This is an optimization exercise on Yosys and OpenROAD, whose aim is small area, not a production implementation.
Only simulation tests tie the RTL to the original design; equivalence was not proved.
Power and IR drop assume default switching activity.

[flow/config.mk]
export PLATFORM = sky130hd
export DESIGN_NAME = alu_6_bit
export DESIGN_NICKNAME = alu_6_bit
export VERILOG_FILES = /design/flow/design.v
export SDC_FILE = /design/flow/constraint.sdc
export NUM_CORES = 4
export LEC_CHECK = 0
export ABC_AREA = 1
export CAP_MARGIN = 20
export CORE_MARGIN = 2
export CORE_UTILIZATION = 40
export SLEW_MARGIN = 20
[flow/constraint.sdc]
create_clock -name core_clock -period 10.0 [get_ports {CLK_I}]
set_input_delay 2.0000 -clock core_clock [delete_from_list [all_inputs] [get_ports {CLK_I}]]
set_output_delay 2.0000 -clock core_clock [all_outputs]
set_load 0.01 [all_outputs]
[flow/design.v]
module alu_6_bit(
  input         CLK_I,
  input         RST_N_I,
  input  [5:0]  DATA_IN_1_I,
  input  [5:0]  DATA_IN_2_I,
  input  [5:0]  CONTROL_I,
  input         EN_I,
  output [11:0] DATA_OUT_O,
  output        DONE_O,
  output        BUSY_O
);
reg  [2:0]  st_r;
reg         pre_en_r;
reg  [11:0] res_r;
reg  [11:0] data_out_r;
wire [5:0] a = DATA_IN_1_I;
wire [5:0] b = DATA_IN_2_I;
wire [5:0] c = CONTROL_I;
wire idle  = ~st_r[2] | (st_r[1] & st_r[0]);
wire sel   = st_r[2] & ~st_r[1];
wire exec  = st_r[2] & st_r[1] & ~st_r[0];
wire start = idle & EN_I & ~pre_en_r;
wire valid = (c[5:4] == 2'b00) && (c[3:0] != 4'd0) && (c[3:0] <= 4'd12);
wire op_add = c[3:0] == 4'd1;
wire op_sub = c[3:0] == 4'd2;
wire op_mul = c[3:0] == 4'd3;
wire op_div = c[3:0] == 4'd4;
wire op_and = c[3:0] == 4'd5;
wire op_or  = c[3:0] == 4'd6;
wire op_not = c[3:0] == 4'd7;
wire op_xor = c[3:0] == 4'd8;
wire op_shl = c[3:0] == 4'd9;
wire op_shr = c[3:0] == 4'd10;
wire op_rr  = c[3:0] == 4'd11;
wire op_rl  = c[3:0] == 4'd12;
wire op_sh  = op_shl | op_shr | op_rr | op_rl;
wire [2:0] bm6 = b % 6'd6;
wire       left = op_shl | op_rl;
wire [2:0] ramt = op_sh & ~op_rr & ~op_rl & (b >= 6'd6) ? 3'd7 : (op_shl | op_shr) ? b[2:0] : bm6;
wire [2:0] damt = left ? ramt : ((ramt == 3'd0) ? 3'd0 : 3'd6 - ramt);
wire [5:0] onehot = (ramt == 3'd7) ? 6'd0 : (6'd1 << damt);
wire       op_as = op_add | op_sub;
wire [5:0] m = op_sh ? onehot : op_as ? 6'd1 : b;
wire [5:0] bx = b ^ {6{op_sub}};
wire       c0 = op_as & (op_sub ? (a[0] | ~b[0]) : (a[0] & b[0]));
wire [5:0] pp [0:5];
wire [5:0] s  [0:5];
wire [5:0] cc [0:5];
wire [11:0] p;
genvar i, j;
generate
  for (i = 0; i < 6; i = i + 1) begin : g_pp
    for (j = 0; j < 6; j = j + 1) begin : g_pj
      if (i == 1 && j < 5) begin : g_as
        assign pp[i][j] = (a[j] & m[i]) | (bx[j+1] & op_as);
      end else if (i == 0 && j == 0) begin : g_b0
        assign pp[i][j] = (a[j] & m[i]) ^ (b[0] & op_as);
      end else begin : g_mul
        assign pp[i][j] = a[j] & m[i];
      end
    end
  end
  assign s[0]  = pp[0];
  assign cc[0] = {5'd0, c0};
  for (i = 1; i < 6; i = i + 1) begin : g_row
    for (j = 0; j < 6; j = j + 1) begin : g_col
      wire x = pp[i][j];
      wire y = (j < 5) ? s[i-1][j+1] : 1'b0;
      wire z = cc[i-1][j];
      assign s[i][j]  = x ^ y ^ z;
      assign cc[i][j] = (x & y) | (z & (x ^ y));
    end
  end
  for (i = 0; i < 6; i = i + 1) begin : g_lo
    assign p[i] = s[i][0];
  end
endgenerate
wire [5:0] fc;
assign fc[0] = 1'b0;
generate
  for (j = 0; j < 5; j = j + 1) begin : g_fin
    wire x = s[5][j+1];
    wire z = cc[5][j];
    assign p[6+j]  = x ^ z ^ fc[j];
    assign fc[j+1] = (x & z) | (fc[j] & (x ^ z));
  end
endgenerate
assign p[11] = fc[5] ^ cc[5][5];
wire [5:0] q;
wire [5:0] bz;    
assign bz[0] = 1'b1;
generate
  for (i = 1; i < 6; i = i + 1) begin : g_bz
    assign bz[i] = bz[i-1] & ~b[6-i];
  end
endgenerate
wire [5:0] rm [0:6];
assign rm[6] = 6'd0;
generate
  for (i = 5; i >= 0; i = i - 1) begin : g_div
    localparam integer W = 6 - i;           
    wire [W-1:0] r = {rm[i+1][W-2 >= 0 ? W-2 : 0:0], a[i]};
    wire [W:0]   bw;                       
    wire [W-1:0] d;
    assign bw[0] = 1'b0;
    for (j = 0; j < W; j = j + 1) begin : g_b
      assign d[j]    = r[j] ^ b[j] ^ bw[j];
      assign bw[j+1] = (~r[j] & b[j]) | (bw[j] & ~(r[j] ^ b[j]));
    end
    assign q[i] = bz[W-1 < 5 ? 6 - W : 0] & ~bw[W];
    if (W < 6) begin : g_r
      wire [W-1:0] nr = q[i] ? d : r;
      assign rm[i] = {{(6-W){1'b0}}, nr};
    end else begin : g_r0
      assign rm[i] = 6'd0;
    end
  end
endgenerate
wire ld = ~sel;
wire k_and = (op_and | op_or) & ld;
wire k_xor = (op_or | op_xor) & ld;
wire k_not = op_not & ld;
wire e_lo  = (op_mul | op_as | op_shl | op_rr | op_rl | (op_shr & (b == 6'd0))) & ld;
wire e_hi  = (op_shr | op_rr | op_rl) & ld;
wire e_div = op_div & ld;
wire e_mul = (op_mul | op_add) & ld;
wire e_up  = op_mul & ld;
wire fill  = k_not | (op_sub & ld & ~p[6]);
wire [5:0] logic_r = (a & b & {6{k_and}}) | ((a ^ b) & {6{k_xor}}) | (~a & {6{k_not}});
wire [11:0] alu;
wire [11:0] hold = res_r & {12{sel}};
assign alu[5:0]  = (p[5:0] & {6{e_lo}}) | (p[11:6] & {6{e_hi}}) |
                   (q & {6{e_div}}) | logic_r | hold[5:0];
assign alu[6]    = (p[6] & e_mul) | fill | hold[6];
assign alu[11:7] = (p[11:7] & {5{e_up}}) | {5{fill}} | hold[11:7];
always @(posedge CLK_I) begin
  pre_en_r <= RST_N_I & EN_I;
  res_r <= alu;
  if (~RST_N_I)
    st_r <= 3'b000;
  else if (start)
    st_r <= {2'b10, ~valid};
  else if (sel)
    st_r <= {2'b11, st_r[0]};
  else
    st_r <= 3'b001;
  if (~RST_N_I | (idle & ~start))
    data_out_r <= 12'd0;
  else if (exec)
    data_out_r <= res_r;
end
assign DATA_OUT_O = data_out_r;
assign BUSY_O     = st_r[2];
assign DONE_O     = ~st_r[2] & st_r[0];
endmodule
[flow/flow/run.sh]
#!/bin/bash
# Layout flow: the standard synthesis, then the combinational cells are
# re-mapped for area with yosys/abc (registers and adder cells are kept with
# their names and cell types) and the result is proven equivalent to the
# standard netlist, then the standard layout from floorplan on, with plain
# buffers (buf_1) on the ports. Each tool's output goes to its own log file in
# this folder.
set -euo pipefail
here=$(pwd)
export BUFFER_PORTS_ARGS="-buffer_cell sky130_fd_sc_hd__buf_1"
bash standard.sh synth > log_synth.txt 2>&1

res=$(ls -d "$here"/orfs/results/*/alu_6_bit/base)
lib=$FLOW_HOME/platforms/$FLOW_PLATFORM/lib/sky130_fd_sc_hd__tt_025C_1v80.lib
cp "$res/1_2_yosys.v" "$here/std_1_2_yosys.v"
python3 "$here/flow/mkmap.py" "$lib" "$here/comb_map.v" > log_mkmap.txt 2>&1
dontuse=$(sed -n '/DONT_USE_CELLS/,/^$/p' "$FLOW_HOME/platforms/$FLOW_PLATFORM/config.mk" | grep -o 'sky130_fd_sc_hd__[a-z0-9_]*' | sed 's/^/-dont_use /' | tr '\n' ' ')
for f in resyn equiv; do
  sed -e "s|{LIB}|$lib|g" -e "s|{NET}|$here/std_1_2_yosys.v|" -e "s|{TOP}|$FLOW_TOP|g" \
      -e "s|{MAP}|$here/comb_map.v|" -e "s|{SEQ}|$here/flow/cells_seq.v|" -e "s|{DONTUSE}|$dontuse|" \
      -e "s|{ABC}|$here/flow/resyn.abc|" -e "s|{STAT}|$here/resyn_stat.txt|" \
      -e "s|{OUT}|$here/resyn_1_2_yosys.v|" "$here/flow/$f.ys" > "$here/${f}_run.ys"
done
if yosys -s "$here/resyn_run.ys" > log_resyn.txt 2>&1 && [[ -s "$here/resyn_1_2_yosys.v" ]] &&
   timeout 1200 yosys -s "$here/equiv_run.ys" > log_equiv.txt 2>&1; then
  cp "$here/resyn_1_2_yosys.v" "$res/1_2_yosys.v"
  rm -f "$res/1_synth.odb" "$res/1_synth.sdc"
  echo "re-mapped netlist proven equivalent and used" > log_choice.txt
else
  echo "re-mapping failed or not proven, keeping the standard netlist" > log_choice.txt
fi
bash standard.sh > log_layout.txt 2>&1
[flow/flow/cells_seq.v]
(* techmap_celltype = "sky130_fd_sc_hd__fa_1" *)
module _tm_fa(A, B, CIN, COUT, SUM); input A, B, CIN; output COUT, SUM;
assign SUM = A ^ B ^ CIN; assign COUT = (A & B) | (CIN & (A ^ B)); endmodule
(* techmap_celltype = "sky130_fd_sc_hd__ha_1" *)
module _tm_ha(A, B, COUT, SUM); input A, B; output COUT, SUM;
assign SUM = A ^ B; assign COUT = A & B; endmodule
(* techmap_celltype = "sky130_fd_sc_hd__conb_1" *)
module _tm_conb(HI, LO); output HI, LO; assign HI = 1'b1; assign LO = 1'b0; endmodule
(* techmap_celltype = "sky130_fd_sc_hd__dfxtp_1" *)
module _tm_dfxtp(CLK, D, Q); input CLK, D; output reg Q; always @(posedge CLK) Q <= D; endmodule
(* techmap_celltype = "sky130_fd_sc_hd__edfxtp_1" *)
module _tm_edfxtp(CLK, D, DE, Q); input CLK, D, DE; output reg Q; always @(posedge CLK) if (DE) Q <= D; endmodule
[flow/flow/equiv.ys]
# Proves the re-mapped netlist equivalent to the standard synthesis's netlist,
# with the registers paired by name.
read_liberty -lib {LIB}
read_verilog {NET}
rename {TOP} gold
read_verilog {OUT}
rename {TOP} gate
techmap -autoproc -map {MAP} -map {SEQ}
opt_clean
techmap
opt_clean
equiv_make gold gate equiv
hierarchy -top equiv
equiv_simple -seq 2
equiv_induct
equiv_status -assert
[flow/flow/mkmap.py]
# Writes a yosys techmap file that turns each single-output combinational cell
# of the liberty file (except the adder cells) back into its boolean function.
import re, sys
lib, out = sys.argv[1], sys.argv[2]
t = open(lib).read()
starts = [(m.group(1), m.end()) for m in re.finditer(r'\n\s*cell\s*\(\s*"?(\w+)"?\s*\)\s*\{', t)]
mods = []
for i, (name, st) in enumerate(starts):
    en = starts[i + 1][1] if i + 1 < len(starts) else len(t)
    body = t[st:en]
    if re.search(r'\b(ff|latch|statetable)\s*\(', body) or '__fa_' in name or '__ha_' in name:
        continue
    ins, outs = [], []
    for pn, pb in re.findall(r'pin\s*\(\s*"?(\w+)"?\s*\)\s*\{(.*?)\n\s{8}\}', body, re.S):
        d = re.search(r'direction\s*:\s*"?(\w+)"?', pb)
        if not d:
            continue
        if d.group(1) == 'input':
            ins.append(pn)
        elif d.group(1) == 'output':
            f = re.search(r'function\s*:\s*"([^"]*)"', pb)
            if f:
                outs.append((pn, f.group(1)))
    if len(outs) != 1:
        continue
    o, f = outs[0]
    f = f.replace('!', '~').replace('*', '&').replace('+', '|')
    mods.append('(* techmap_celltype = "%s" *)\nmodule _tm_%s(%s);\n%s\noutput %s;\nassign %s = %s;\nendmodule\n'
                % (name, name, ', '.join(ins + [o]), '\n'.join('input %s;' % x for x in ins), o, o, f))
open(out, 'w').write('\n'.join(mods))
[flow/flow/resyn.abc]
strash
&get -n
&deepsyn -T 60
&put
dch
map -a
mfs2
strash
dch
map -a
topo
[flow/flow/resyn.ys]
# Re-maps the combinational cells of the standard synthesis for area. The
# flip-flops and the adder cells stay as they are, with their names.
read_liberty -lib {LIB}
read_verilog -defer {NET}
hierarchy -top {TOP}
techmap -map {MAP}
techmap
opt
abc -liberty {LIB} {DONTUSE} -script {ABC}
opt_clean -purge
hilomap -singleton -hicell sky130_fd_sc_hd__conb_1 HI -locell sky130_fd_sc_hd__conb_1 LO
rename -enumerate -pattern _rs%_
check -assert -mapped
tee -o {STAT} stat -liberty {LIB}
write_verilog -noattr -nohex -nodec {OUT}
[flow/standard.sh]
#!/bin/bash
# synth_recipe.tcl (not shown) runs the flow's synth.tcl, then flattens the netlist and writes it again
# the make line also repeats each setting of config.mk as NAME=value (left out here)
make -C /OpenROAD-flow-scripts/flow DESIGN_CONFIG=/design/flow/config.mk WORK_HOME=/design/flow/orfs CLKGATE_MAP_FILE= SYNTH_SCRIPT=/design/flow/synth_recipe.tcl "${@:-finish}"
==> results of run 1 <==
## cell type report
type	instances	share of cell area [%]
well taps	99	3.659
clock buffers	3	1.220
multi-input cells	281	62.16
clock inverters	1	0.8869
inverters	74	8.204
repair buffers	50	7.317
flip-flops and latches	28	16.56
## worst max path at each step
stage / start / to / slack (ns) / cells after the start
finish: DATA_IN_1_I[5] / res_r[0] / 0.48 / 35
global route: DATA_IN_1_I[5] / res_r[0] / -0.03 / 35
CTS: DATA_IN_1_I[5] / res_r[0] / 0.29 / 35
detailed placement: DATA_IN_1_I[5] / res_r[0] / 0.03 / 35
global placement: DATA_IN_1_I[5] / res_r[0] / 0.41 / 34
floorplan: DATA_IN_2_I[5] / res_r[0] / 0.77 / 34
## state kept, by name, indices dropped and copies added, names as in the netlist
name and flops:
data_out_r 12, st_r 3, pre_en_r 1, res_r 12
## worst min-delay path, stage by stage (launching register included)
cell and delay (ns):
dfxtp_1 0.34, nand2_1 0.05, o21ai_0 0.05
## power by group through the flow
| stage | clock, µW | combinational [µW] | sequential [µW] |
|---|---|---|---|
| 6_report | 86.5 | 211 | 134 |
| 5_1_grt | 93.9 | 241 | 136 |
| 4_1_cts | 88.9 | 211 | 134 |
| 3_5_place_dp | 0 | 210 | 137 |
| 3_3_place_gp | 0 | 206 | 137 |
| 2_1_floorplan | 0 | 141 | 136 |
## stage by stage
step	util, %	worst slack [ns]	TNS (ns)	hold slack [ns]	instances
global placement	45.60	0.4094	0	0.4379	528
finish	47.18	0.4828	0	0.4620	536
CTS	46.59	0.2885	0	0.4683	532
floorplan	-	0.7728	0	0.4417	383
detailed placement	45.60	0.02641	0	0.4443	528
global route	47.18	-0.03090	-0.03090	0.4909	536
## metal layers
| layer | global-route usage [%] | wire [µm] | part of all wire, % | vias up |
|---|---|---|---|---|
| met2 | 37.17 | 3826 | 48 | 121 |
| met4 | 7.463 | 221 | 2.8 | 0 |
| met3 | 1.645 | 475 | 5.9 | 20 |
| met5 | 0 | 0 | 0 | - |
| met1 | 28.63 | 3465 | 43 | 1310 |
| li1 | - | - | - | 1372 |
## what timing repair did
item / CTS / global route
resized for setup: 0 / 4
buffers inserted: 0 / 4
setup endpoints to repair: 0 / 1
==> summary.md, run 1 <==
| Metric | Value |
|---|---|
| Final Slew Violations | `0` |
| Multi-input gate area | `2105 µm²` |
| CTS H-Tree Depth | `1` |
| Number of routed nets with antenna violations | `0` |
| R2r setup slk | `7.32 ns` |
| Min-Delay Path Class | `flop to flop` |
| Total CTS buffers | `3` |
| Most common cell after layout, fill and taps aside | `clkinv_1` |
| # fillers | `747` |
| Crit Reg-Reg Endpoint | `data_out_r[5]` |
| Sw frac | `39.34%` |
| Overall Power | `431.5 µW` |
| Worst-Margin Slew | `0.8834 ns` |
| Clock power frac | `20.0%` |
| # diodes | `0` |
| Area growth, synth to finish | `15.54%` |
| Starting Density | `40.84%` |
| Clk slew on worst S/H paths | `around 0.090 ns` |
| Worst EP arrival | `9.66 ns` |
| Hold depth | `2` |
| Fraction of layout cells with a size suffix above 1 | `6.407%` |
| Max_slew headroom | `about two fifths` |
| LEAKAGE | `about 0.0014 µW` |
| Die Ht | `between 80 and 90 µm` |
| Worst hold start | `data_out_r[11]` |
| Status | `complete, no violations` |
| Post-DP Area | `3272 µm²` |
| CP dominant cell by count | `fa_1` |
| Commonest cells after routing, fill and taps aside | `clkinv_1 (73), nand2_1 (67), nor2_1 (53), fa_1 (35), buf_1 (34)` |
| Setup-failing EPs final | `0` |
| Yosys warning total | `1` |
| Combinational Power Share | `48.9%` |
| CP endpoint kind | `flop` |
| Clock buffer depth | `2` |
| Core Area | `7176 µm²` |
| Avg WL per Cell | `~15 µm` |
| Final instance area | `3386 µm²` |
| Synthesized area | `2930 µm²` |
| Vias in the first global route | `roughly 2,800` |
| Fmax | `0.1051 GHz` |
| Crit-path leading delay family | `adder cells` |
| Row Count | `31` |
| Sequential share of power | `31.1%` |
| Crit path max fanout | `5` |
| WP buf/inv | `4` |
| Largest net degree at the start of global routing | `17` |
| Clk root buf | `clkbuf_8` |
| GRT Total Usage | `21.60%` |
| Routed wire length | `7.988 mm` |
| Maximum vdd ir drop | `0.00007993 V` |
| R2r startpoint | `st_r[2]` |
| Kind of critical path | `input pin to flop` |
| Register area | `560.5 µm²` |
| Pwr dens | `127.5 nW/µm²` |
| Total gr overflow | `0` |
| Min-Delay Endpoint | `data_out_r[11]` |
| DRT iter0 DRCs | `245` |
| Minimum clock period after layout | `around 9.5 ns` |
| Final Hold Vio Count | `0` |
| Die Area | `~8000 µm²` |
| Int Power | `around 260 µW` |
| Clock Latency Late Sink | `around 0.27 ns` |
| CTS tree | `built` |
| Clock skew | `0.002371 ns` |
| Detailed Routing Iterations Pass 1 | `6` |
| DPL Wire Length | `6.782 mm` |
| CP peak stage delay | `around 0.44 ns` |
| CP max stage cell | `fa_1` |
| Required @ worst endpoint | `10.15 ns` |
| Syn avg cell area | `approximately 7.7 µm²` |
| First-pass GRT wire length | `13.54 mm` |
| Syn_nets | `460` |
| Worst R2R Path Depth | `6` |
| RD Place Congestion | `0.9924` |
| Crit path launch type | `input pin` |
| Cells after Synth | `about 380` |
| Hold-fix buffers, CTS | `0` |
| Port bufs | `34` |
| Vias | `2,823` |
| # DRC | `0` |
| I/O pin cnt | `35` |
| Antenna violations before repair | `0` |
| Final worst path period share | `between 90% and 100%` |
| Via/cell ratio | `5.267` |
| Number of max-cap violations | `0` |
| Sink Count | `28` |
| Die X | `89.59 µm` |
| Layout Nets | `515` |
| P_sw | `169.7 µW` |
==> run 2, diff against run 1 <==
--- a/flow/config.mk
+++ b/flow/config.mk
@@ -7,6 +7,10 @@
 export LEC_CHECK = 0
 export ABC_AREA = 1
-export CAP_MARGIN = 20
+export CAP_MARGIN = 0
 export CORE_MARGIN = 2
 export CORE_UTILIZATION = 40
-export SLEW_MARGIN = 20
+export CTS_BUF_LIST = sky130_fd_sc_hd__clkbuf_8
+export CTS_CLUSTER_DIAMETER = 200
+export CTS_CLUSTER_SIZE = 30
+export GPL_TIMING_DRIVEN = 0
+export SLEW_MARGIN = 0
==> run 2 against run 1 <==
Synthesized cell count stayed put. Clock skew is 0.0023 ns higher. Setup slack worse by 0.0079 ns. Still clean on timing, DRC and antenna. Critical path type unchanged. Clock power is 22% lower.
==> summary.md, run 2 <==
| Metric | Value |
|---|---|
| Combinational Power Share | `50.0%` |
| RD Place Congestion | `0.9295` |
| Yosys warning total | `1` |
| Syn avg cell area | `7.651 µm²` |
| Commonest cells after routing, fill and taps aside | `clkinv_1 (73), nand2_1 (67), nor2_1 (51), fa_1 (34), dfxtp_1 (28)` |
| First-pass GRT wire length | `12.42 mm` |
| Sink Count | `28` |
| Vias | `2,670` |
| Top flop regs | `data_out_r: 12 flops, res_r: 12 flops, st_r: 3 flops` |
| Clk root buf | `clkbuf_8` |
| LEAKAGE | `0.001328 µW` |
| Crit path launch type | `input pin` |
| Port bufs | `34` |
| Crit path max fanout | `7` |
| Area growth, synth to finish | `13.92%` |
| CP max stage cell | `fa_1` |
| Starting Density | `40.84%` |
| Die Area | `8026 µm²` |
| Worst EP arrival | `between 9 and 10 ns` |
| Number of routed nets with antenna violations | `0` |
| Fraction of layout cells with a size suffix above 1 | `6.776%` |
| Layout Nets | `506` |
| Maximum vdd ir drop | `0.00005480 V` |
| Hold-fix buffers, CTS | `0` |
| P_sw | `162.4 µW` |
| Fin Hold WS | `0.4607 ns` |
| Crit path from | `DATA_IN_1_I[5]` |
| Critical Path End | `res_r[0]` |
| Pre-CTS setup slack | `-0.7318 ns` |
| Min-Delay Path Class | `flop to flop` |
| Synthesized area | `2930 µm²` |
| Most common cell after layout, fill and taps aside | `clkinv_1` |
| Avg WL per Cell | `14.24 µm` |
| Minimum clock period after layout | `9.525 ns` |
| Status | `complete, no violations` |
| Clock Latency Late Sink | `0.27 ns` |
| # fillers | `766` |
| Worst-Margin Slew | `just under 0.9 ns` |
| Int Power | `241.0 µW` |
| Clock buffer depth | `2` |
| Overall Power | `about 400 µW` |
| Sw frac | `40.26%` |
| Util after Layout | `46.52%` |
| Antenna violations before repair | `0` |
| # diodes | `0` |
| Cells after Synth | `383` |
| Largest net degree at the start of global routing | `16` |
| Pwr dens | `120.8 nW/µm²` |
| WP buf/inv | `5` |
| CP peak stage delay | `0.44 ns` |
| Vias in the first global route | `2,475` |
| Number of max-cap violations | `0` |
| Core Area | `around 7000 µm²` |
| DPL Wire Length | `6.209 mm` |
| Required @ worst endpoint | `between 10 and 15 ns` |
| CP endpoint kind | `flop` |
| CTS H-Tree Depth | `1` |
| Fmax | `0.1050 GHz` |
| Die X | `89.59 µm` |
| Clock skew | `between 0.004 and 0.005 ns` |
| Max_slew headroom | `about two fifths` |
| Routed wire length | `7.503 mm` |
| Final Hold Vio Count | `0` |
| Setup-failing EPs final | `0` |
| TNS Setup | `0 ns` |
| Crit Reg-Reg Endpoint | `data_out_r[9]` |
| Kind of critical path | `input pin to flop` |
| Total gr overflow | `0` |
| Sequential share of power | `between 30% and 40%` |
| Total CTS buffers | `3` |
| Detailed Routing Iterations Pass 1 | `4` |
| Crit-path leading delay family | `adder cells` |
| Syn_nets | `460` |
| Stages on worst setup path | `35` |
| Clock power frac | `16.8%` |
| GRT Total Usage | `20.08%` |
| # DRC | `0` |
| Worst R2R Path Depth | `6` |
| CTS tree | `built` |
| Final worst path period share | `between 90% and 100%` |
| Row Count | `31` |
| Final Slew Violations | `0` |
| Die Ht | `89.59 µm` |
| R2r setup slk | `7.34 ns` |
| Setup WS post-layout | `roughly 0.47 ns` |
| R2r startpoint | `st_r[2]` |
| CP dominant cell by count | `fa_1` |
| Clk slew on worst S/H paths | `0.09 ns` |
| Via/cell ratio | `5.066` |
| I/O pin cnt | `35` |
| DRT iter0 DRCs | `194` |
-- run 2: worst reg2reg max path, cell delays in order, from the launching register on --
cell      delay [ns]
dfxtp_1         0.35
clkinv_1        0.09
nor2_1          0.56
clkinv_1        0.55
a21oi_1         0.85
nand2_1         0.10
o21ai_0         0.10
-- run 2: power by group through the flow --
stage | sequential (µW) | combinational, µW | clock, µW
global route | 136 | 233 | 72.8
floorplan | 136 | 141 | 0
detailed placement | 137 | 199 | 0
CTS | 134 | 200 | 69.5
global placement | 137 | 196 | 0
finish | 134 | 202 | 67.7
-- run 2: repair_timing --
item                                    in CTS  in global routing
gates resized for setup                      5                 13
pin swaps                                    0                  1
endpoints found under the setup margin       1                  1
buffers inserted                             0                  7
-- run 2: metrics by stage --
stage / cell area, µm² / std cells
3_5_place_dp: 3182 / 516
5_1_grt: 3338 / 527
3_3_place_gp: 3182 / 516
2_1_floorplan: 2930 / 383
6_report: 3338 / 527
4_1_cts: 3247 / 520
-- run 2: final cells by class --
class	count	area, µm²	share of cell area [%]
clock buffer	4	55.05	1.649
tap	99	123.9	3.711
inverter	74	281.5	8.433
sequential	28	560.5	16.79
timing repair buffer	41	193.9	5.810
multi-input combinational	281	2123	63.61
-- run 2: worst min-delay path by stage --
stage / from / to / slack (ns) / depth (start not counted)
6_report: data_out_r[6] / data_out_r[6] / 0.46 / 2
5_1_grt: data_out_r[1] / data_out_r[1] / 0.49 / 2
4_1_cts: data_out_r[1] / data_out_r[1] / 0.47 / 2
3_5_place_dp: data_out_r[1] / data_out_r[1] / 0.44 / 2
3_3_place_gp: data_out_r[8] / data_out_r[8] / 0.44 / 2
2_1_floorplan: res_r[0] / data_out_r[0] / 0.44 / 2
-- run 2: routing by layer --
layer  track usage (%)  share of wire (%)  up-vias
met5                 0                  0        -
met4             5.563                1.6        0
met3            0.9141                5.3        8
met2             31.95                 45       81
met1             29.82                 48     1226
li1                  -                  -     1355
==> run 3, diff against run 2 <==
--- a/flow/config.mk
+++ b/flow/config.mk
@@ -10,7 +10,4 @@
 export CORE_MARGIN = 2
 export CORE_UTILIZATION = 40
-export CTS_BUF_LIST = sky130_fd_sc_hd__clkbuf_8
-export CTS_CLUSTER_DIAMETER = 200
-export CTS_CLUSTER_SIZE = 30
 export GPL_TIMING_DRIVEN = 0
 export SLEW_MARGIN = 0
==> run 3 against run 2 <==
Still clean. Via count unchanged. Clock skew did not move. Register-to-register slack hardly changed. Global-route usage stayed put. Setup slack did not move. Core utilization unchanged. Critical path depth did not move. Clock power is essentially flat. Total power stayed put. Sequential share of layout area stayed put. Largest cell class unchanged. Highest routed layer unchanged.
==> summary.md, run 3 <==
| Metric | Value |
|---|---|
| CP max stage cell | `fa_1` |
| Routed wire length | `7.503 mm` |
| Avg WL per Cell | `14.24 µm` |
| Min-Delay Path Class | `flop to flop` |
| Via/cell ratio | `just over 5` |
| Dpl cells | `roughly 520` |
| CTS tree | `built` |
| Final Slew Violations | `0` |
| Min-Delay Endpoint | `data_out_r[6]` |
| Detailed Routing Iterations Pass 1 | `4` |
| GRT Total Usage | `20.08%` |
| Clock buffer depth | `2` |
| LEAKAGE | `between 0.001 and 0.0015 µW` |
| Worst-Margin Slew | `0.8758 ns` |
| Minimum clock period after layout | `approximately 9.5 ns` |
| Fraction of layout cells with a size suffix above 1 | `6.776%` |
| Worst R2R Path Depth | `6` |
| Die Area | `8026 µm²` |
| RD Place Congestion | `slightly above 0.9` |
| Die Ht | `89.59 µm` |
| Clk slew on worst S/H paths | `0.09 ns` |
| Crit Reg-Reg Endpoint | `data_out_r[9]` |
| R2r startpoint | `st_r[2]` |
| Syn_nets | `460` |
| I/O pin cnt | `35` |
| Setup-failing EPs final | `0` |
| Final cell count without fillers | `527` |
| Largest net degree at the start of global routing | `16` |
| Crit path launch type | `input pin` |
| Hold-fix buffers, CTS | `0` |
| Total CTS buffers | `3` |
| Port bufs | `34` |
| Commonest cells after routing, fill and taps aside | `clkinv_1 (73), nand2_1 (67), nor2_1 (51), fa_1 (34), dfxtp_1 (28)` |
| Vias | `between 2,000 and 3,000` |
| Starting Density | `40.84%` |
| Pwr dens | `120.8 nW/µm²` |
| Cells after Synth | `383` |
| Layout Nets | `506` |
| Required @ worst endpoint | `10.14 ns` |
| Clock skew | `approximately 0.0047 ns` |
| TNS Setup | `0 ns` |
| Worst hold start | `data_out_r[6]` |
| Number of max-cap violations | `0` |
| First-pass GRT wire length | `12.42 mm` |
| Clk root buf | `clkbuf_8` |
| Synthesized area | `about 2900 µm²` |
| Final worst path period share | `95.25%` |
| Area growth, synth to finish | `13.92%` |
| CP peak stage delay | `0.44 ns` |
| Most common cell after layout, fill and taps aside | `clkinv_1` |
| Max_slew headroom | `a little over two fifths` |
| Syn avg cell area | `7.651 µm²` |
| # diodes | `0` |
| Core Area | `a little over 7000 µm²` |
| CP endpoint kind | `flop` |
| Kind of critical path | `input pin to flop` |
| Total gr overflow | `0` |
| Clock Latency Late Sink | `0.27 ns` |
| Hold depth | `2` |
| Sink Count | `28` |
| Crit path from | `DATA_IN_1_I[5]` |
| Pre-CTS setup slack | `-0.7318 ns` |
| DRT iter0 DRCs | `194` |
| DPL Wire Length | `6.209 mm` |
| Antenna violations before repair | `0` |
| Crit path max fanout | `7` |
| Maximum vdd ir drop | `0.00005480 V` |
| Status | `complete, no violations` |
| Top flop regs | `data_out_r: 12 flops, res_r: 12 flops, st_r: 3 flops` |
| Row Count | `31` |
| CP dominant cell by count | `fa_1` |
| Yosys warning total | `1` |
| CTS H-Tree Depth | `1` |
| Number of routed nets with antenna violations | `0` |
| Util after Layout | `46.52%` |
| Fin Hold WS | `0.4607 ns` |
| Fmax | `~0.10 GHz` |
| Worst EP arrival | `between 9 and 10 ns` |
| Final Hold Vio Count | `0` |
| # DRC | `0` |
| Vias in the first global route | `2,475` |
| Setup WS post-layout | `0.4749 ns` |
| R2r setup slk | `approximately 7.3 ns` |
| Die X | `89.59 µm` |
-- run 3: cell counts in the layout (fill, tap and decap cells not counted) --
No cell type changed its count.
-- run 3: report_power, final --
group	internal, µW	total [µW]	switching, µW
clock	35.2	67.7	32.5
combinational	78.0	202	124
sequential	128	134	6.28
-- run 3: worst max path at each step --
stage,to,slack [ns],depth (start not counted)
2_1_floorplan,res_r[0],0.77,34
3_3_place_gp,res_r[0],-0.72,35
3_5_place_dp,res_r[0],-0.73,35
4_1_cts,res_r[0],0.03,33
5_1_grt,res_r[0],-0.02,36
6_report,res_r[0],0.47,35
-- run 3: worst max-delay path, delay by kind of cell --
| kind | cells | cell delay (ns) |
|---|---|---|
| fa+ha+maj | 12 | 4.48 |
| simple gates | 10 | 1.67 |
| compound gates | 8 | 0.84 |
| buf+inv | 5 | 0.65 |
-- run 3: repair_timing --
item	in CTS	in global routing
setup buffers	0	7
pin swaps	0	1
gates resized for setup	5	13
endpoints found under the setup margin	1	1
-- run 3: metal layers --
| metal | global-route usage [%] | routed length (µm) | up-vias |
|---|---|---|---|
| li1 | - | - | 1355 |
| met1 | 29.82 | 3633 | 1226 |
| met2 | 31.95 | 3353 | 81 |
| met3 | 0.9141 | 395 | 8 |
| met4 | 5.563 | 121 | 0 |
| met5 | 0 | 0 | - |
-- run 3: area by class of cell --
| cell class | count | area, µm² |
|---|---|---|
| flip-flops and latches | 28 | 560.5 |
| repair buffers | 41 | 193.9 |
| fillers | 766 | 3837 |
| well taps | 99 | 123.9 |
| clock buffers | 4 | 55.05 |
| inverters | 74 | 281.5 |
| multi-input cells | 281 | 2123 |
-- run 3: per-stage QoR --
stage / instance area [µm²] / total power, µW
finish: 3338 / 403.4
global route: 3338 / 441.9
CTS: 3247 / 403.9
detailed placement: 3182 / 336.1
global placement: 3182 / 332.6
floorplan: 2930 / 277.4
==> run 4, diff against run 3 <==
--- a/flow/flow/run.sh
+++ b/flow/flow/run.sh
@@ -9,4 +9,5 @@
 here=$(pwd)
 export BUFFER_PORTS_ARGS="-buffer_cell sky130_fd_sc_hd__buf_1"
+export CTS_ARGS="-root_buf sky130_fd_sc_hd__clkbuf_8 -buf_list sky130_fd_sc_hd__clkbuf_8 -dont_use_dummy_load -repair_clock_nets"
 bash standard.sh synth > log_synth.txt 2>&1
 
==> run 4 against run 3 <==
Non-clock buffer count stayed put. Still clean. Wire length down 0.12%. Setup slack improved by 0.0077 ns. Global-route usage up 0.096 points. Critical endpoint unchanged. Via count about the same. Core utilization decreased by 0.19 points. Worst hold slack hardly changed. Critical path depth unchanged. Cell count down 0.19%. Die area unchanged. Final area shrank 0.41%. Clock skew rose by 0.00098 ns. Largest power group unchanged.
==> summary.md, run 4 <==
| Metric | Value |
|---|---|
| Row Count | `31` |
| Maximum vdd ir drop | `0.00005498 V` |
| Port bufs | `34` |
| Syn_nets | `460` |
| Minimum clock period after layout | `9.517 ns` |
| Fraction of layout cells with a size suffix above 1 | `6.557%` |
| Total CTS buffers | `3` |
| Worst-Margin Slew | `0.8887 ns` |
| CP peak stage delay | `0.44 ns` |
| Starting Density | `around 41%` |
| LEAKAGE | `0.001321 µW` |
| Setup-failing EPs final | `0` |
| Layout Nets | `506` |
| Via/cell ratio | `5.080` |
| Pre-CTS setup slack | `-0.7318 ns` |
| Min-Delay Path Class | `flop to flop` |
| Combinational Power Share | `just over 50%` |
| Status | `complete, no violations` |
| Clock buffer depth | `2` |
| Die Area | `8026 µm²` |
| Kind of critical path | `input pin to flop` |
| Antenna violations before repair | `0` |
| Hold-fix buffers, CTS | `0` |
| Clock Latency Late Sink | `between 0.2 and 0.3 ns` |
| Final instance area | `3324 µm²` |
| Largest net degree at the start of global routing | `16` |
| Int Power | `roughly 230 µW` |
| CP dominant cell by count | `fa_1` |
| Overall Power | `393.5 µW` |
| I/O pin cnt | `35` |
| Commonest cells after routing, fill and taps aside | `clkinv_1 (73), nand2_1 (67), nor2_1 (51), fa_1 (34), dfxtp_1 (28)` |
| Fmax | `0.1051 GHz` |
| DRT iter0 DRCs | `~210` |
| CTS H-Tree Depth | `1` |
| # diodes | `0` |
| Final worst path period share | `95.17%` |
| Cells after Synth | `383` |
| Required @ worst endpoint | `10.14 ns` |
| Synthesized area | `2930 µm²` |
| Setup WS post-layout | `0.4827 ns` |
| Total gr overflow | `0` |
| Sw frac | `40.85%` |
| Clock skew | `0.005669 ns` |
| Syn avg cell area | `7.651 µm²` |
| P_sw | `160.7 µW` |
| Dpl cells | `between 500 and 600` |
| Top flop regs | `data_out_r: 12 flops, res_r: 12 flops, st_r: 3 flops` |
| Worst EP arrival | `9.65 ns` |
| Die Ht | `89.59 µm` |
| Most common cell after layout, fill and taps aside | `clkinv_1` |
| First-pass GRT wire length | `12.44 mm` |
| Routed wire length | `~7.5 mm` |
| Final cell count without fillers | `526` |
| Avg WL per Cell | `14.25 µm` |
| # DRC | `0` |
| WP buf/inv | `5` |
| Number of routed nets with antenna violations | `0` |
| Sequential share of power | `34.1%` |
| Core Area | `7176 µm²` |
| Crit path max fanout | `7` |
| Max_slew headroom | `roughly two fifths` |
| Final Hold Vio Count | `0` |
| Number of max-cap violations | `0` |
| Area growth, synth to finish | `13.45%` |
| Die X | `between 80 and 90 µm` |
| CTS tree | `built` |
| RD Place Congestion | `0.9295` |
| GRT Total Usage | `20.18%` |
| Detailed Routing Iterations Pass 1 | `4` |
| Crit-path leading delay family | `adder cells` |
| Yosys warning total | `1` |
| Sink Count | `28` |
| Clock power frac | `14.7%` |
| Clk slew on worst S/H paths | `0.09 ns` |
| Crit path launch type | `input pin` |
| Pwr dens | `118.4 nW/µm²` |
| TNS Setup | `0 ns` |
| CP max stage cell | `fa_1` |
| Vias | `2,672` |
| Clk root buf | `clkbuf_8` |
| CP endpoint kind | `flop` |
| Vias in the first global route | `2,485` |
| DPL Wire Length | `a little over 6 mm` |
| Post-DP Area | `about 3200 µm²` |
| Final Slew Violations | `0` |
run 4: routing by layer:
| layer | global-route usage (%) | part of all wire [%] |
|---|---|---|
| met5 | 0 | 0 |
| met4 | 5.970 | 1.8 |
| met3 | 0.9141 | 5.0 |
| met2 | 32.22 | 45 |
| met1 | 29.71 | 48 |
run 4: through the flow:
| step | hold WS [ns] | utilization [%] |
|---|---|---|
| 6_report | 0.4608 | 46.33 |
| 5_1_grt | 0.4863 | 46.33 |
| 4_1_cts | 0.4674 | 45.06 |
| 3_5_place_dp | 0.4447 | 44.34 |
| 3_3_place_gp | 0.4385 | 44.34 |
| 2_1_floorplan | 0.4417 | - |
run 4: path summary, 6_finish.rpt:
check	depth (start not counted)	slack, ns	to	startpoint
max	35	0.48	res_r[0]	DATA_IN_1_I[5]
min	2	0.46	data_out_r[6]	data_out_r[6]
max reg2reg	6	7.35	data_out_r[9]	st_r[2]
min reg2reg	2	0.46	data_out_r[6]	data_out_r[6]
run 4: area by class of cell:
type / instances / area (µm²)
clock buffers: 3 / 41.29
fillers: 767 / 3851
inverters: 74 / 281.5
multi-input cells: 281 / 2123
flip-flops and latches: 28 / 560.5
well taps: 99 / 123.9
repair buffers: 41 / 193.9
run 4: worst reg2reg max path, delay by kind of cell (launching register included):
kind,cells,cell delay [ns]
buf+inv,2,0.63
flops,1,0.35
compound gates,2,0.95
simple gates,2,0.64
run 4: power groups by stage:
stage	combinational (µW)	clock, µW	sequential (µW)
2_1_floorplan	141	0	136
6_report	201	57.9	134
5_1_grt	233	63.8	136
3_5_place_dp	199	0	137
3_3_place_gp	196	0	137
4_1_cts	200	59.5	134
run 4: what timing repair did:
item | in CTS | in global routing
setup buffers | 0 | 7
setup endpoints to repair | 1 | 1
resized for setup | 5 | 13
hold endpoints to repair | 0 | 0
pin swaps | 0 | 1
==> run 5, diff against run 4 <==
--- a/flow/flow/run.sh
+++ b/flow/flow/run.sh
@@ -9,5 +9,5 @@
 here=$(pwd)
 export BUFFER_PORTS_ARGS="-buffer_cell sky130_fd_sc_hd__buf_1"
-export CTS_ARGS="-root_buf sky130_fd_sc_hd__clkbuf_8 -buf_list sky130_fd_sc_hd__clkbuf_8 -dont_use_dummy_load -repair_clock_nets"
+export CTS_ARGS="-root_buf sky130_fd_sc_hd__clkbuf_16 -buf_list sky130_fd_sc_hd__clkbuf_16 -dont_use_dummy_load -sink_clustering_enable -sink_clustering_size 40 -sink_clustering_max_diameter 300 -sink_buffer_max_cap_derate 1.0 -repair_clock_nets"
 bash standard.sh synth > log_synth.txt 2>&1
 
==> run 5 against run 4 <==
Still clean on timing, DRC and antenna. Sequential power hardly changed. Via count decreased by 0.41%. Register-to-register slack improved by 0.04 ns. Synthesized area did not move. Global-route usage about the same. Die area unchanged. Core utilization up 0.47 points. Final area is 1.0% higher. Critical path type unchanged. Largest cell class unchanged.
==> summary.md, run 5 <==
| Metric | Value |
|---|---|
| CP dominant cell by count | `fa_1` |
| CTS H-Tree Depth | `1` |
| Crit path from | `DATA_IN_1_I[5]` |
| Number of max-cap violations | `0` |
| Sink Count | `28` |
| Maximum vdd ir drop | `0.00005003 V` |
| Largest net degree at the start of global routing | `16` |
| Final cell count without fillers | `between 500 and 600` |
| Crit path launch type | `input pin` |
| Detailed Routing Iterations Pass 1 | `4` |
| LEAKAGE | `0.001336 µW` |
| Fmax | `between 0.1 and 0.15 GHz` |
| Core Area | `approximately 7000 µm²` |
| Commonest cells after routing, fill and taps aside | `clkinv_1 (73), nand2_1 (67), nor2_1 (51), fa_1 (34), dfxtp_1 (28)` |
| Total CTS buffers | `3` |
| Row Count | `31` |
| Avg WL per Cell | `14.30 µm` |
| Clk root buf | `clkbuf_16` |
| Fraction of layout cells with a size suffix above 1 | `6.557%` |
| Setup-failing EPs final | `0` |
| CP max stage cell | `fa_1` |
| DRT iter0 DRCs | `190` |
| DPL Wire Length | `slightly above 6 mm` |
| Status | `complete, no violations` |
| Util after Layout | `46.80%` |
| Stages on worst setup path | `35` |
| Clock buffer depth | `2` |
| # DRC | `0` |
| CP peak stage delay | `0.44 ns` |
| Min-Delay Path Class | `flop to flop` |
| GRT Total Usage | `20.22%` |
| R2r setup slk | `between 7 and 8 ns` |
| Final Hold Vio Count | `0` |
| Area growth, synth to finish | `14.60%` |
| Pwr dens | `~130 nW/µm²` |
| Most common cell after layout, fill and taps aside | `clkinv_1` |
| # diodes | `0` |
| Vias | `2,661` |
| WP buf/inv | `5` |
| Cells after Synth | `383` |
| Syn_nets | `460` |
| Final Slew Violations | `0` |
| Worst R2R Path Depth | `6` |
| Synthesized area | `2930 µm²` |
| Number of routed nets with antenna violations | `0` |
| Crit Reg-Reg Endpoint | `data_out_r[5]` |
| Vias in the first global route | `roughly 2,500` |
| Die Area | `8026 µm²` |
| Routed wire length | `approximately 7.5 mm` |
| Port bufs | `34` |
| Clock Latency Late Sink | `0.26 ns` |
| Crit-path leading delay family | `adder cells` |
| Die X | `89.59 µm` |
| Crit path max fanout | `7` |
| Syn avg cell area | `roughly 7.7 µm²` |
| Yosys warning total | `1` |
| First-pass GRT wire length | `12.47 mm` |
| Hold-fix buffers, CTS | `0` |
| Dpl cells | `516` |
| R2r startpoint | `st_r[2]` |
| Via/cell ratio | `5.059` |
| CTS tree | `built` |
| RD Place Congestion | `0.9295` |
| Final worst path period share | `95.40%` |
| Worst EP arrival | `9.66 ns` |
| Total gr overflow | `0` |
| CP endpoint kind | `flop` |
| Worst-Margin Slew | `0.8833 ns` |
| Fin Hold WS | `0.4551 ns` |
| Starting Density | `around two fifths` |
| Minimum clock period after layout | `between 9 and 10 ns` |
| Critical Path End | `res_r[0]` |
| # fillers | `770` |
| Clock skew | `0.005351 ns` |
| Clk slew on worst S/H paths | `~0.06 ns` |
| Kind of critical path | `input pin to flop` |
| Top flop regs | `data_out_r: 12 flops, res_r: 12 flops, st_r: 3 flops` |
| Max_slew headroom | `41.12%` |
| Die Ht | `about 90 µm` |
| Antenna violations before repair | `0` |
| Required @ worst endpoint | `10.12 ns` |
| Layout Nets | `506` |
| I/O pin cnt | `35` |
==> run 5: report_power, final <==
part | leakage, µW | total [µW] | switching, µW | internal (µW)
logic | 0.00107 | 202 | 124 | 78.0
registers | 0.000230 | 134 | 6.34 | 128
clock network | 0.0000370 | 86.5 | 33.5 | 52.9
total | 0.00134 | 423 | 164 | 259
==> run 5: worst min-delay path by stage <==
stage / startpoint / end / slack (ns) / cells after the start
2_1_floorplan: res_r[0] / data_out_r[0] / 0.44 / 2
3_3_place_gp: data_out_r[8] / data_out_r[8] / 0.44 / 2
3_5_place_dp: data_out_r[1] / data_out_r[1] / 0.44 / 2
4_1_cts: data_out_r[0] / data_out_r[0] / 0.46 / 2
5_1_grt: data_out_r[1] / data_out_r[1] / 0.48 / 2
6_report: data_out_r[6] / data_out_r[6] / 0.46 / 2
==> run 5: worst min-delay path, stage by stage (launching register included) <==
cell and delay, ns:
dfxtp_1 0.33, nand2_1 0.05, o21ai_0 0.05
==> run 5: stage by stage <==
step / instance area (µm²) / TNS [ns] / total power (µW) / setup slack [ns]
after floorplan: 2930 / 0 / 277.4 / 0.7728
after global placement: 3182 / -0.7538 / 332.6 / -0.7188
after detailed placement: 3182 / -0.7763 / 336.1 / -0.7318
after CTS: 3267 / 0 / 423.7 / 0.008710
after global routing: 3358 / -0.04180 / 461.7 / -0.04180
final: 3358 / 0 / 422.5 / 0.4604
==> run 5: layout make-up <==
class                   instances  area [µm²]  area share (%)
inverters                      74       281.5           8.383
multi-input cells             281        2123           63.23
well taps                      99       123.9           3.689
repair buffers                 41       193.9           5.775
flip-flops and latches         28       560.5           16.69
clock buffers                   3       75.07           2.235
==> run 5: metal layers <==
metal | routed length (µm) | global-route usage [%] | vias up
met1 | 3686 | 29.88 | 1223
met2 | 3367 | 32.15 | 73
li1 | - | - | 1354
met4 | 140 | 5.970 | 0
met3 | 326 | 0.9141 | 11
met5 | 0 | 0 | -
==> run 5: timing repair <==
item,4_1_cts,5_1_grt
endpoints found under the setup margin,1,1
resized for setup,5,13
buffers inserted,0,7
pin swaps,0,1
cloned,0,0
==> run 6, diff against run 5 <==
--- a/flow/design.v
+++ b/flow/design.v
@@ -14,12 +14,13 @@
 reg  [11:0] res_r;
 reg  [11:0] data_out_r;
-wire [5:0] a = DATA_IN_1_I;
-wire [5:0] b = DATA_IN_2_I;
-wire [5:0] c = CONTROL_I;
+reg  [3:0]  op_r;
+wire [5:0] a = res_r[11:6];
+wire [5:0] b = res_r[5:0];
+wire [3:0] c = op_r;
 wire idle  = ~st_r[2] | (st_r[1] & st_r[0]);
 wire sel   = st_r[2] & ~st_r[1];
 wire exec  = st_r[2] & st_r[1] & ~st_r[0];
 wire start = idle & EN_I & ~pre_en_r;
-wire valid = (c[5:4] == 2'b00) && (c[3:0] != 4'd0) && (c[3:0] <= 4'd12);
+wire valid = (CONTROL_I[5:4] == 2'b00) && (CONTROL_I[3:0] != 4'd0) && (CONTROL_I[3:0] <= 4'd12);
 wire op_add = c[3:0] == 4'd1;
 wire op_sub = c[3:0] == 4'd2;
@@ -117,5 +118,5 @@
   end
 endgenerate
-wire ld = ~sel;
+wire ld = sel;
 wire k_and = (op_and | op_or) & ld;
 wire k_xor = (op_or | op_xor) & ld;
@@ -129,5 +130,5 @@
 wire [5:0] logic_r = (a & b & {6{k_and}}) | ((a ^ b) & {6{k_xor}}) | (~a & {6{k_not}});
 wire [11:0] alu;
-wire [11:0] hold = res_r & {12{sel}};
+wire [11:0] hold = {DATA_IN_1_I, DATA_IN_2_I} & {12{~sel}};
 assign alu[5:0]  = (p[5:0] & {6{e_lo}}) | (p[11:6] & {6{e_hi}}) |
                    (q & {6{e_div}}) | logic_r | hold[5:0];
@@ -136,4 +137,5 @@
 always @(posedge CLK_I) begin
   pre_en_r <= RST_N_I & EN_I;
+  op_r  <= CONTROL_I[3:0];
   res_r <= alu;
   if (~RST_N_I)
--- a/flow/flow/run.sh
+++ b/flow/flow/run.sh
@@ -9,5 +9,4 @@
 here=$(pwd)
 export BUFFER_PORTS_ARGS="-buffer_cell sky130_fd_sc_hd__buf_1"
-export CTS_ARGS="-root_buf sky130_fd_sc_hd__clkbuf_16 -buf_list sky130_fd_sc_hd__clkbuf_16 -dont_use_dummy_load -sink_clustering_enable -sink_clustering_size 40 -sink_clustering_max_diameter 300 -sink_buffer_max_cap_derate 1.0 -repair_clock_nets"
 bash standard.sh synth > log_synth.txt 2>&1
 
==> run 6 against run 5 <==
Clock power rose by about 60%. Largest cell class unchanged. Critical endpoint unchanged. Critical path depth fell by 3. Core utilization fell by 0.32 points. Count of clock-buffer cells in the layout rose by 4. Global-route usage rose by 1.5 points. Critical path type is now flop to flop. Synthesized cell count rose by 1.6%.
==> summary.md, run 6 <==
| Metric | Value |
|---|---|
| Status | `complete, no violations` |
| Row Count | `31` |
| Fmax | `~0.11 GHz` |
| Commonest cells after routing, fill and taps aside | `nand2_1 (71), nor2_1 (66), clkinv_1 (62), fa_1 (35), buf_1 (34)` |
| Clock skew | `0.006505 ns` |
| Maximum vdd ir drop | `0.0001132 V` |
| Setup-failing EPs final | `0` |
| Syn avg cell area | `7.649 µm²` |
| CP peak stage delay | `0.49 ns` |
| R2r setup slk | `around 1 ns` |
| Kind of critical path | `flop to flop` |
| Yosys warning total | `1` |
| Total CTS buffers | `5` |
| Area growth, synth to finish | `12.70%` |
| Hold depth | `2` |
| Cells after Synth | `389` |
| Vias in the first global route | `between 2,000 and 3,000` |
| CTS H-Tree Depth | `2` |
| Post-CTS resize count | `0` |
| Routing usage on met3 | `3.101%` |
| Crit Reg-Reg Endpoint | `res_r[0]` |
| Final Hold Vio Count | `0` |
| Worst-Margin Slew | `1.079 ns` |
| Util after Layout | `between 40% and 50%` |
| Detailed Routing Iterations Pass 1 | `5` |
| Crit path max fanout | `7` |
| Worst R2R Path Depth | `32` |
| Port bufs | `34` |
| TNS Setup | `0 ns` |
| # DRC | `0` |
| Clk root buf | `clkbuf_8` |
| Final Slew Violations | `0` |
| Antenna violations before repair | `0` |
| Via/cell ratio | `5.217` |
| Most common cell after layout, fill and taps aside | `nand2_1` |
| RD Place Congestion | `about 0.96` |
| Hold-fix buffers, CTS | `0` |
| Min-Delay Path Class | `flop to flop` |
| Routed wire length | `8.300 mm` |
| Min-Delay Endpoint | `data_out_r[11]` |
| CP max stage cell | `dfxtp_1` |
| Grt met2 use | `36.47%` |
| GRT busiest layer | `met2` |
| Number of routed nets with antenna violations | `0` |
| Avg WL per Cell | `15.66 µm` |
| Required @ worst endpoint | `just over 10 ns` |
| Crit path launch type | `flop` |
| Crit-path leading delay family | `adder cells` |
| CP endpoint kind | `flop` |
| Vias | `around 2,800` |
| I/O pin cnt | `35` |
| DPL Wire Length | `6.628 mm` |
| Clk slew on worst S/H paths | `0.07 ns` |
| Final worst path period share | `90.11%` |
| GRT Total Usage | `a little over a fifth` |
| Top flop regs | `data_out_r: 12 flops, res_r: 12 flops, op_r: 4 flops` |
| Total gr overflow | `0` |
| Clock buffer depth | `2` |
| # diodes | `0` |
| Clock Latency Late Sink | `0.28 ns` |
| Die Area | `8144 µm²` |
| Layout Nets | `just over 500` |
| Fraction of layout cells with a size suffix above 1 | `under 10%` |
| CP dominant cell by count | `fa_1` |
| Die Ht | `90.25 µm` |
| Largest net degree at the start of global routing | `20` |
| Sink Count | `32` |
| Syn_nets | `around 470` |
| Pwr dens | `241.3 nW/µm²` |
| Starting Density | `between 40% and 50%` |
| Synthesized area | `2975 µm²` |
| WP buf/inv | `2` |
| Number of max-cap violations | `0` |
| DRT iter0 DRCs | `253` |
| Worst hold start | `data_out_r[11]` |
| First-pass GRT wire length | `14.06 mm` |
| Setup bufs post-CTS | `0` |
| CTS tree | `built` |
| LEAKAGE | `approximately 0.0013 µW` |
| Max_slew headroom | `28.09%` |
| Die X | `between 90 and 100 µm` |
| R2r startpoint | `res_r[11]` |
| Core Area | `7214 µm²` |
| Worst EP arrival | `between 9 and 10 ns` |
| RSZ-0062 raised after global routing | `no` |
| Minimum clock period after layout | `9.011 ns` |
| GR Util met1 | `29.02%` |
run 6: how the worst max path moves through the flow:
stage | to | slack [ns] | from | depth (start not counted)
2_1_floorplan | res_r[0] | 2.39 | res_r[4] | 32
3_3_place_gp | res_r[0] | 1.09 | res_r[11] | 30
4_1_cts | res_r[0] | 1.09 | res_r[11] | 30
6_report | res_r[0] | 0.99 | res_r[11] | 32
3_5_place_dp | res_r[0] | 1.12 | res_r[11] | 30
5_1_grt | res_r[0] | 0.45 | res_r[11] | 30
run 6: area by class of cell:
class	count	area, µm²
fill	767	3861
multi-input combinational	295	2102
sequential	32	640.6
inverter	62	232.7
timing repair buffer	34	127.6
tap	99	123.9
clock buffer	7	96.34
clock inverter	1	30.03
run 6: per-stage QoR:
stage / hold slack, ns / std cells / total power (µW) / worst slack (ns) / area [µm²]
floorplan: 0.4388 / 389 / 526.6 / 2.394 / 2975
global placement: 0.4435 / 522 / 652.1 / 1.089 / 3227
detailed placement: 0.4436 / 522 / 669.1 / 1.118 / 3227
CTS: 0.4622 / 530 / 809.6 / 1.088 / 3353
global route: 0.4883 / 530 / 891.4 / 0.4518 / 3353
finish: 0.4557 / 530 / 809.0 / 0.9892 / 3353
run 6: layer usage:
metal  vias to the layer above  routed length [µm]
met5                         -                   0
met4                         0                 107
met3                         8                 334
met2                        63                4106
met1                      1327                3752
li1                       1367                   -
run 6: worst min-delay path: stages, from the launching register on:
cell	delay [ns]
dfxtp_1	0.33
nand2_1	0.05
o21ai_0	0.05
run 6: where the power goes:
group | internal (µW) | switching, µW | total (µW)
logic | 195 | 301 | 496
clock network | 87.9 | 50.2 | 138
registers | 141 | 33.4 | 175
total | 424 | 384 | 809
==> run 7, diff against run 6 <==
--- a/flow/design.v
+++ b/flow/design.v
@@ -14,13 +14,12 @@
 reg  [11:0] res_r;
 reg  [11:0] data_out_r;
-reg  [3:0]  op_r;
-wire [5:0] a = res_r[11:6];
-wire [5:0] b = res_r[5:0];
-wire [3:0] c = op_r;
+wire [5:0] a = DATA_IN_1_I;
+wire [5:0] b = DATA_IN_2_I;
+wire [5:0] c = CONTROL_I;
 wire idle  = ~st_r[2] | (st_r[1] & st_r[0]);
 wire sel   = st_r[2] & ~st_r[1];
 wire exec  = st_r[2] & st_r[1] & ~st_r[0];
 wire start = idle & EN_I & ~pre_en_r;
-wire valid = (CONTROL_I[5:4] == 2'b00) && (CONTROL_I[3:0] != 4'd0) && (CONTROL_I[3:0] <= 4'd12);
+wire valid = (c[5:4] == 2'b00) && (c[3:0] != 4'd0) && (c[3:0] <= 4'd12);
 wire op_add = c[3:0] == 4'd1;
 wire op_sub = c[3:0] == 4'd2;
@@ -118,5 +117,5 @@
   end
 endgenerate
-wire ld = sel;
+wire ld = ~sel;
 wire k_and = (op_and | op_or) & ld;
 wire k_xor = (op_or | op_xor) & ld;
@@ -130,5 +129,5 @@
 wire [5:0] logic_r = (a & b & {6{k_and}}) | ((a ^ b) & {6{k_xor}}) | (~a & {6{k_not}});
 wire [11:0] alu;
-wire [11:0] hold = {DATA_IN_1_I, DATA_IN_2_I} & {12{~sel}};
+wire [11:0] hold = res_r & {12{sel}};
 assign alu[5:0]  = (p[5:0] & {6{e_lo}}) | (p[11:6] & {6{e_hi}}) |
                    (q & {6{e_div}}) | logic_r | hold[5:0];
@@ -137,5 +136,4 @@
 always @(posedge CLK_I) begin
   pre_en_r <= RST_N_I & EN_I;
-  op_r  <= CONTROL_I[3:0];
   res_r <= alu;
   if (~RST_N_I)
==> flow/flow/run.sh (replaced) <==
#!/bin/bash
# Layout flow: the standard synthesis; then the combinational cells are
# re-mapped for area with yosys/abc in a few variants (registers keep their
# cells and names), the smallest variant is proven equivalent to the standard
# netlist and replaces it; then the standard layout from floorplan on,
# with plain buffers (buf_1) on the ports and a clock tree without dummy
# loads. Each tool's output goes to its own log file in this folder.
set -euo pipefail
here=$(pwd)
export BUFFER_PORTS_ARGS="-buffer_cell sky130_fd_sc_hd__buf_1"
export CTS_ARGS="-root_buf sky130_fd_sc_hd__clkbuf_8 -buf_list sky130_fd_sc_hd__clkbuf_8 -dont_use_dummy_load -repair_clock_nets"
bash standard.sh synth > log_synth.txt 2>&1

res=$(ls -d "$here"/orfs/results/*/alu_6_bit/base)
lib=$FLOW_HOME/platforms/$FLOW_PLATFORM/lib/sky130_fd_sc_hd__tt_025C_1v80.lib
cp "$res/1_2_yosys.v" "$here/std_1_2_yosys.v"
python3 "$here/flow/mkmap.py" "$lib" "$here/comb_map.v" > log_mkmap.txt 2>&1
dontuse=$(sed -n '/DONT_USE_CELLS/,/^$/p' "$FLOW_HOME/platforms/$FLOW_PLATFORM/config.mk" | grep -o 'sky130_fd_sc_hd__[a-z0-9_]*' | sed 's/^/-dont_use /' | tr '\n' ' ')
fill() {  # fill TEMPLATE OUT VARIANT EXTRAMAP
  sed -e "s|{LIB}|$lib|g" -e "s|{NET}|$here/std_1_2_yosys.v|" -e "s|{TOP}|$FLOW_TOP|g" \
      -e "s|{MAP}|$here/comb_map.v|" -e "s|{EXTRAMAP}|$4|" -e "s|{SEQ}|$here/flow/cells_seq.v|" \
      -e "s|{DONTUSE}|$dontuse|" -e "s|{ABC}|$here/flow/resyn.abc|" \
      -e "s|{STAT}|$here/resyn_$3_stat.txt|" -e "s|{OUT}|$here/resyn_$3.v|" "$1" > "$2"
}
fill "$here/flow/resyn.ys" "$here/resyn_keep.ys" keep ""
fill "$here/flow/resyn.ys" "$here/resyn_ha.ys" ha "-map $here/flow/cells_ha.v"
fill "$here/flow/resyn.ys" "$here/resyn_all.ys" all "-map $here/flow/cells_adders.v"
for v in keep ha all; do
  ( yosys -s "$here/resyn_$v.ys" > "log_resyn_$v.txt" 2>&1 || rm -f "$here/resyn_$v.v" ) &
done
wait
best=""; best_area=""
for v in keep ha all; do
  [[ -s "$here/resyn_$v.v" && -s "$here/resyn_${v}_stat.txt" ]] || continue
  a=$(grep 'Chip area' "$here/resyn_${v}_stat.txt" | awk '{print $NF}')
  echo "$v $a" >> log_choice.txt
  if [[ -z "$best" ]] || awk -v x="$a" -v y="$best_area" 'BEGIN{exit !(x<y)}'; then best=$v; best_area=$a; fi
done
if [[ -n "$best" ]]; then
  fill "$here/flow/equiv.ys" "$here/equiv_run.ys" "$best" ""
  if timeout 1200 yosys -s "$here/equiv_run.ys" > log_equiv.txt 2>&1; then
    cp "$here/resyn_$best.v" "$res/1_2_yosys.v"
    rm -f "$res/1_synth.odb" "$res/1_synth.sdc"
    echo "used $best ($best_area), proven equivalent" >> log_choice.txt
  else
    echo "$best not proven equivalent, keeping the standard netlist" >> log_choice.txt
  fi
else
  echo "re-mapping failed, keeping the standard netlist" >> log_choice.txt
fi
bash standard.sh > log_layout.txt 2>&1
==> flow/flow/cells_adders.v (new file) <==
(* techmap_celltype = "sky130_fd_sc_hd__fa_1" *)
module _tm_fa(A, B, CIN, COUT, SUM); input A, B, CIN; output COUT, SUM;
assign SUM = A ^ B ^ CIN; assign COUT = (A & B) | (CIN & (A ^ B)); endmodule
(* techmap_celltype = "sky130_fd_sc_hd__ha_1" *)
module _tm_ha(A, B, COUT, SUM); input A, B; output COUT, SUM;
assign SUM = A ^ B; assign COUT = A & B; endmodule
==> flow/flow/cells_ha.v (new file) <==
(* techmap_celltype = "sky130_fd_sc_hd__ha_1" *)
module _tm_ha(A, B, COUT, SUM); input A, B; output COUT, SUM;
assign SUM = A ^ B; assign COUT = A & B; endmodule
--- a/flow/flow/resyn.ys
+++ b/flow/flow/resyn.ys
@@ -1,8 +1,9 @@
 # Re-maps the combinational cells of the standard synthesis for area. The
-# flip-flops and the adder cells stay as they are, with their names.
+# flip-flops keep their cells and names; {EXTRAMAP} maps the adder cells
+# that are turned into plain logic too (the others are kept).
 read_liberty -lib {LIB}
 read_verilog -defer {NET}
 hierarchy -top {TOP}
-techmap -map {MAP}
+techmap -map {MAP} {EXTRAMAP}
 techmap
 opt
==> run 7 against run 6 <==
Critical endpoint unchanged. Cell count up 1.9%. Synthesized cell count grew 3.6%. Register-to-register slack better by 6.3 ns. Critical path type is now input pin to flop. Via count unchanged. Clock skew is 0.0096 ns higher. Sequential power decreased by 24%. Clock power down 58%. Flip-flop and latch count shrank 4. Setup slack worse by 0.59 ns.
==> summary.md, run 7 <==
| Metric | Value |
|---|---|
| Required @ worst endpoint | `10.18 ns` |
| CP endpoint kind | `flop` |
| Final Hold Vio Count | `0` |
| Detailed Routing Iterations Pass 1 | `5` |
| Max Used Layer | `met4` |
| WP buf/inv | `3` |
| # DRC | `0` |
| GRT Total Usage | `a little under a quarter` |
| DRT iter0 DRCs | `163` |
| DPL Wire Length | `6.728 mm` |
| Row Count | `30` |
| Vias | `2,765` |
| Routed wire length | `between 7 and 8 mm` |
| Clk slew on worst S/H paths | `0.09 ns` |
| Worst-Margin Slew | `0.7282 ns` |
| Worst EP arrival | `9.78 ns` |
| I/O pin cnt | `35` |
| Pre-CTS setup slack | `-1.384 ns` |
| Crit path max fanout | `7` |
| First-pass GRT wire length | `13.59 mm` |
| Total gr overflow | `0` |
| Pwr dens | `121.9 nW/µm²` |
| Max_slew headroom | `between 50% and 60%` |
| WL met3 | `455 µm` |
| Port bufs | `34` |
| Fraction of layout cells with a size suffix above 1 | `under 10%` |
| Util after Layout | `between 40% and 50%` |
| # diodes | `0` |
| Die Area | `~7700 µm²` |
| Syn avg cell area | `6.998 µm²` |
| Starting Density | `41.51%` |
| CP peak stage delay | `approximately 0.43 ns` |
| Clk root buf | `clkbuf_8` |
| Setup-failing EPs final | `0` |
| Final Slew Violations | `0` |
| RD Place Congestion | `around 0.95` |
| Top flop regs | `data_out_r: 12 flops, res_r: 12 flops, st_r: 3 flops` |
| CP dominant cell by count | `fa_1` |
| Synthesized area | `~2800 µm²` |
| Maximum vdd ir drop | `0.00005651 V` |
| Fmax | `0.1041 GHz` |
| Antenna violations before repair | `0` |
| Hold-fix buffers, CTS | `0` |
| Final instance area | `3188 µm²` |
| Sink Count | `28` |
| Setup WS post-layout | `between 0.3 and 0.4 ns` |
| Number of routed nets with antenna violations | `0` |
| # fillers | `749` |
| Overall Power | `388.5 µW` |
| Cells after Synth | `403` |
| Crit-path leading delay family | `adder cells` |
| Number of max-cap violations | `0` |
| Kind of critical path | `input pin to flop` |
| CP max stage cell | `fa_1` |
| Status | `complete, no violations` |
| Avg WL per Cell | `14.74 µm` |
| Fin Hold WS | `0.4472 ns` |
| Area growth, synth to finish | `13.04%` |
| Crit path launch type | `input pin` |
| CTS H-Tree Depth | `1` |
| RSZ-0062 raised after global routing | `no` |
| Via/cell ratio | `5.120` |
| Commonest cells after routing, fill and taps aside | `nor2_1 (78), clkinv_1 (77), nand2_1 (67), fa_1 (33), o21ai_0 (30)` |
| LEAKAGE | `0.001180 µW` |
| Die Ht | `87.97 µm` |
| Min-Delay Path Class | `flop to flop` |
| DR WL met2 | `around 3.7 mm` |
| Vias in the first global route | `~2,800` |
| Post-DP Area | `slightly above 3000 µm²` |
| Final worst path period share | `96.04%` |
| Layout Nets | `between 500 and 600` |
| Clock buffer depth | `2` |
| WL met1 | `roughly 3.7 mm` |
| Most common cell after layout, fill and taps aside | `nor2_1` |
| Core Area | `6794 µm²` |
| Die X | `87.97 µm` |
| Total CTS buffers | `3` |
| Largest net degree at the start of global routing | `17` |
| Minimum clock period after layout | `9.604 ns` |
| CTS tree | `built` |
| Clock skew | `roughly 0.016 ns` |
| Clock Latency Late Sink | `0.27 ns` |
| Syn_nets | `approximately 460` |
| Yosys warning total | `1` |
[run 7: path summary, 6_finish.rpt]
path	from	end	slack (ns)	cells after the start
hold reg to reg	res_r[2]	data_out_r[2]	0.45	2
hold / removal	res_r[2]	data_out_r[2]	0.45	2
setup / recovery	DATA_IN_1_I[5]	res_r[0]	0.40	30
setup reg to reg	st_r[2]	res_r[2]	7.33	7
[run 7: cell type report]
| cell class | count | area (µm²) | area share (%) |
|---|---|---|---|
| Tap cell | 96 | 120.1 | 3.768 |
| Multi-Input combinational cell | 298 | 2006 | 62.91 |
| Timing Repair Buffer | 38 | 171.4 | 5.377 |
| Sequential cell | 28 | 560.5 | 17.58 |
| Clock buffer | 3 | 41.29 | 1.295 |
| Inverter | 77 | 289.0 | 9.066 |
[run 7: power by group]
part           switching, µW  internal [µW]  total, µW
registers               6.28            126        133
logic                    126           72.6        199
clock network           30.3           26.9       57.3
[run 7: per-stage QoR]
| stage | std cells | TNS, ns |
|---|---|---|
| floorplan | 403 | 0 |
| global placement | 533 | -1.257 |
| detailed placement | 533 | -1.384 |
| CTS | 537 | 0 |
| global route | 540 | 0 |
| finish | 540 | 0 |
[run 7: routing by layer]
metal	vias to the layer above	global-route usage (%)
met5	-	0
met4	0	7.273
met3	14	2.451
met2	86	37.53
met1	1262	30.69
li1	1403	-
[run 7: tightest hold or removal path, stage by stage, from the launching register on]
cell	delay (ns)
dfxtp_1	0.30
clkinv_1	0.05
o21ai_0	0.07
[run 7: repair_timing]
item	CTS	global route
resized for setup	11	7
setup endpoints to repair	1	1
pin swaps	1	1
setup buffers	1	3

-- separate check: timing with driven ports --
In the flow no input, the clock included, has a driving cell. The finished layouts below were timed again as built, in two steps. Step 1 sets driving cells, clkbuf_16 on the clock port and buf_2 on the other inputs (assumed; they add their load-dependent delay and slew). Step 2 times the ports against the registers' clock, not the clock port: input delays grow and output delays shrink by t, the midpoint of the rising clock arrivals with the driver on. Slacks: ideal ports / drivers / drivers and shift; pairs: ideal ports / drivers.
| run | shift t [ns] | slack for setup (ns) | worst setup path at the end | worst slew at a driven data input, ns | pins driven straight from the clock port |
|---|---|---|---|---|---|
| run 1 | 0.289 | 0.483 / 0.480 / 0.190 | input to register | 0.04 | 1 |
| run 2 | 0.290 | 0.475 / 0.473 / 0.182 | input to register | 0.04 | 1 |
| run 3 | 0.290 | 0.475 / 0.473 / 0.182 | input to register | 0.04 | 1 |
| run 4 | 0.288 | 0.483 / 0.481 / 0.193 | input to register | 0.04 | 1 |
| run 5 | 0.283 | 0.460 / 0.462 / 0.178 | input to register | 0.04 | 1 |
| run 6 | 0.310 | 0.989 / 0.989 / 0.989 | register to register | 0.03 | 1 |
| run 7 | 0.284 | 0.396 / 0.400 / 0.115 | input to register | 0.04 | 1 |
After both steps setup and hold are still met in every run listed.
